This is an optimization exercise on Yosys and OpenROAD, whose aim is small area, not a production implementation. Only simulation tests tie the RTL to the original design; equivalence was not proved.

Setup of Q:
// fast
module fast (
   input bit clk,
   input bit rst_n,
   input logic [391:0] in_data,
   output logic [12:0] out_pixel
);
==> flow/config.mk <==
export PLATFORM = sky130hd
export DESIGN_NAME = fast
export DESIGN_NICKNAME = fast
export VERILOG_FILES = /design/flow/design.v
export SDC_FILE = /design/flow/constraint.sdc
export NUM_CORES = 4
export LEC_CHECK = 0
export CAP_MARGIN = 40
export CORE_MARGIN = 2
export CORE_UTILIZATION = 40
export CTS_BUF_LIST = sky130_fd_sc_hd__clkbuf_4
export GPL_TIMING_DRIVEN = 0
export SLEW_MARGIN = 40
export SYNTH_HIERARCHICAL = 1
export BUFFER_PORTS_ARGS = -buffer_cell sky130_fd_sc_hd__buf_1
export REMOVE_ABC_BUFFERS = 1
==> flow/constraint.sdc <==
create_clock -name core_clock -period 12.0 [get_ports {clk}]
set_input_delay 2.4000 -clock core_clock [delete_from_list [all_inputs] [get_ports {clk}]]
set_output_delay 2.4000 -clock core_clock [all_outputs]
set_load 0.01 [all_outputs]
standard.sh (not shown) runs the stock make flow with config.mk's settings and CLKGATE_MAP_FILE= SYNTH_SCRIPT=/design/flow/synth_recipe.tcl, a recipe that flattens the netlist after the stock synthesis.
==> flow/flow/run.sh <==
#!/bin/bash
set -euo pipefail
cat >> config.mk <<'EOT'
export BUFFER_PORTS_ARGS = -buffer_cell sky130_fd_sc_hd__buf_1
export REMOVE_ABC_BUFFERS = 1
EOT
RES=orfs/results/$FLOW_PLATFORM/fast/base
bash standard.sh synth > flow_synth.log 2>&1
cp $RES/1_2_yosys.v flow_synth_netlist.v
python3 flow/downsize.py $FLOW_HOME/platforms/$FLOW_PLATFORM/lib/sky130_fd_sc_hd__tt_025C_1v80.lib $RES/1_2_yosys.v > flow_downsize.log 2>&1
touch $RES/1_2_yosys.v
bash standard.sh > flow_make.log 2>&1
==> flow/flow/downsize.py <==
#!/usr/bin/env python3
"""Set every combinational cell of the synthesized netlist to the smallest
variant of its cell family (same function and pins, e.g. a21oi_2 -> a21oi_1).
The layout flow's own repair then upsizes only where timing, slew or load need
it. Flip-flops and don't-use cells are left alone. Usage: downsize.py LIB NETLIST"""
import re, sys

lib_path, net_path = sys.argv[1], sys.argv[2]
lib = open(lib_path).read()

area, pins, dontuse = {}, {}, set()
for m in re.finditer(r'cell \("(sky130_fd_sc_hd__\w+)"\)\s*\{', lib):
    name = m.group(1)
    end = lib.find('\n    cell (', m.end())
    blk = lib[m.end(): end if end > 0 else len(lib)]
    a = re.search(r'\barea\s*:\s*([\d.]+)', blk)
    if a:
        area[name] = float(a.group(1))
    pins[name] = tuple(sorted(re.findall(r'pin \("(\w+)"\)', blk)))
    if re.search(r'dont_use\s*:\s*true', blk):
        dontuse.add(name)

fam = {}
for name in area:
    m = re.match(r'(sky130_fd_sc_hd__\w+?)_(\d+)$', name)
    if m:
        fam.setdefault((m.group(1), pins[name]), []).append(name)

def smallest(cell):
    m = re.match(r'(sky130_fd_sc_hd__\w+?)_(\d+)$', cell)
    if not m or cell not in area:
        return cell
    base = m.group(1)
    if re.search(r'__(df|dl|sdf|edf|conb|clk|tap|fill|decap|diode)', cell):
        return cell
    cands = [c for c in fam.get((base, pins[cell]), []) if c not in dontuse]
    if not cands:
        return cell
    return min(cands, key=lambda c: (area[c], int(c.rsplit('_', 1)[1])))

net = open(net_path).read()
count = 0
def sub(m):
    global count
    new = smallest(m.group(1))
    if new != m.group(1):
        count += 1
    return new + m.group(2)
net = re.sub(r'\b(sky130_fd_sc_hd__\w+)(\s+\S+\s*\()', sub, net)
open(net_path, 'w').write(net)
print(f"downsize.py: {count} cells set to their smallest variant")
Q went all the way through synthesis, placement and routing and the layout is clean on timing, DRC and antenna.
Setup changes, Q to T
--- a/flow/design.v
+++ b/flow/design.v
@@ -696,18 +696,15 @@
 wire s689;
 wire s690;
 wire c691;
 wire s692;
 wire c693;
 wire s694;
-wire c695;
+wire s695;
 wire s696;
 wire s697;
-wire s698;
-wire s699;
-wire s700;
 assign nc0 = ~in_data[193];
 assign nc1 = ~in_data[194];
 assign nc2 = ~in_data[195];
 assign nc3 = ~in_data[196];
 assign nc4 = ~in_data[197];
 assign nc5 = ~in_data[198];
@@ -1135,27 +1132,25 @@
 fa_cell u_s671 (.a(s489), .b(c670), .c(s491), .s(s671), .co(c672));
 fa_cell u_s673 (.a(s521), .b(c672), .c(s523), .s(s673), .co(c674));
 fa_cell u_s675 (.a(s551), .b(s553), .c(c674), .s(s675), .co(c676));
 fa_cell u_s677 (.a(s581), .b(s583), .c(c676), .s(s677), .co(c678));
 fa_cell u_s679 (.a(s611), .b(s613), .c(c678), .s(s679), .co(c680));
 fa_cell u_s681 (.a(c614), .b(s643), .c(c680), .s(s681), .co(c682));
-ha_cell u_s683 (.a(c644), .b(s657), .s(s683), .co(c684));
-fa_cell u_s685 (.a(c658), .b(s663), .c(c684), .s(s685), .co(c686));
+fa_cell u_s683 (.a(c644), .b(s657), .c(c682), .s(s683), .co(c684));
+ha_cell u_s685 (.a(c658), .b(s663), .s(s685), .co(c686));
 fa_cell u_s687 (.a(c664), .b(s665), .c(c686), .s(s687), .co(c688));
 assign s689 = c666 ^ c688;
-assign s690 = ~(c644 ^ s657);
-assign c691 = c644 | s657;
-fa_cell u_s692 (.a(c658), .b(s663), .c(c691), .s(s692), .co(c693));
-fa_cell u_s694 (.a(c664), .b(s665), .c(c693), .s(s694), .co(c695));
-assign s696 = c666 ^ c695;
-assign s697 = c682 ? s690 : s683;
-assign s698 = c682 ? s692 : s685;
-assign s699 = c682 ? s694 : s687;
-assign s700 = c682 ? s696 : s689;
+assign s690 = ~(c658 ^ s663);
+assign c691 = c658 | s663;
+fa_cell u_s692 (.a(c664), .b(s665), .c(c691), .s(s692), .co(c693));
+assign s694 = c666 ^ c693;
+assign s695 = c684 ? s690 : s685;
+assign s696 = c684 ? s692 : s687;
+assign s697 = c684 ? s694 : s689;
 wire [15:0] B = {c397, c372, c347, c322, c297, c272, c247, c222, c197, c172, c147, c122, c97, c72, c47, c22};
-wire [11:0] S = {s700, s699, s698, s697, s681, s679, s677, s675, s673, s671, s669, s667};
+wire [11:0] S = {s697, s696, s695, s683, s681, s679, s677, s675, s673, s671, s669, s667};
 wire is_corner;
 corner_cell u_corner (.b(B), .y(is_corner));
 always_ff @(posedge clk) begin
    if (~rst_n) out_pixel <= '0;
    else        out_pixel <= is_corner ? {1'b0, S} : '0;
 end
[summary]
Diff Q -> T | number of multi-input combinational cells in the layout | decrease of 2. Relative to Q, layout overhead on the synthesized area increased by 0.30 points in T. On total routing resource utilization after global routing, T and Q are basically level. On count of mapped cells out of synthesis: T sits below Q. Comparing T and Q, via count is lower on T. T against Q: core utilization held, sequential share of layout area neither gained nor lost much, fmax shrank by about 2.3%, count of filler cells inserted in the layout climbed 25. On wire length of the first global-routing pass, the higher figure sits with Q, not T. T against Q: final area barely changed, routed wire length held steady.

## re-timing with driven ports
How much do the figures lean on ideal ports? The routed layouts below were timed once more, with nothing changed but the port constraints.
Step 1 (the two cells are an assumption about what drives the block):
set clk [get_ports {clk}]
set_driving_cell -lib_cell sky130_fd_sc_hd__clkbuf_16 $clk
set_driving_cell -lib_cell sky130_fd_sc_hd__buf_2 [delete_from_list [all_inputs] $clk]
Step 2 also shifts input and output timing later by t, the mid clock arrival at the registers, as if the neighbouring blocks saw the same clock.
Slacks: ideal ports / drivers / drivers and shift; pairs: ideal ports / drivers.
run | t (ns) | slack for setup (ns) | worst hold slack (ns) | worst slew at a driven data input, ns | cell pins on the clock port's net
Q | 0.339 | 0.565 / 0.577 / 0.238 | 2.632 / 2.624 / 2.819 | 0.05 | 1
T | 0.343 | 0.299 / 0.312 / -0.031 | 2.660 / 2.644 / 2.808 | 0.05 | 1
Met with ideal ports but missed after step 2: setup timing in T. The setup slack of T, which loses most, moves by +0.013 ns with the drivers and by -0.330 ns with both steps.
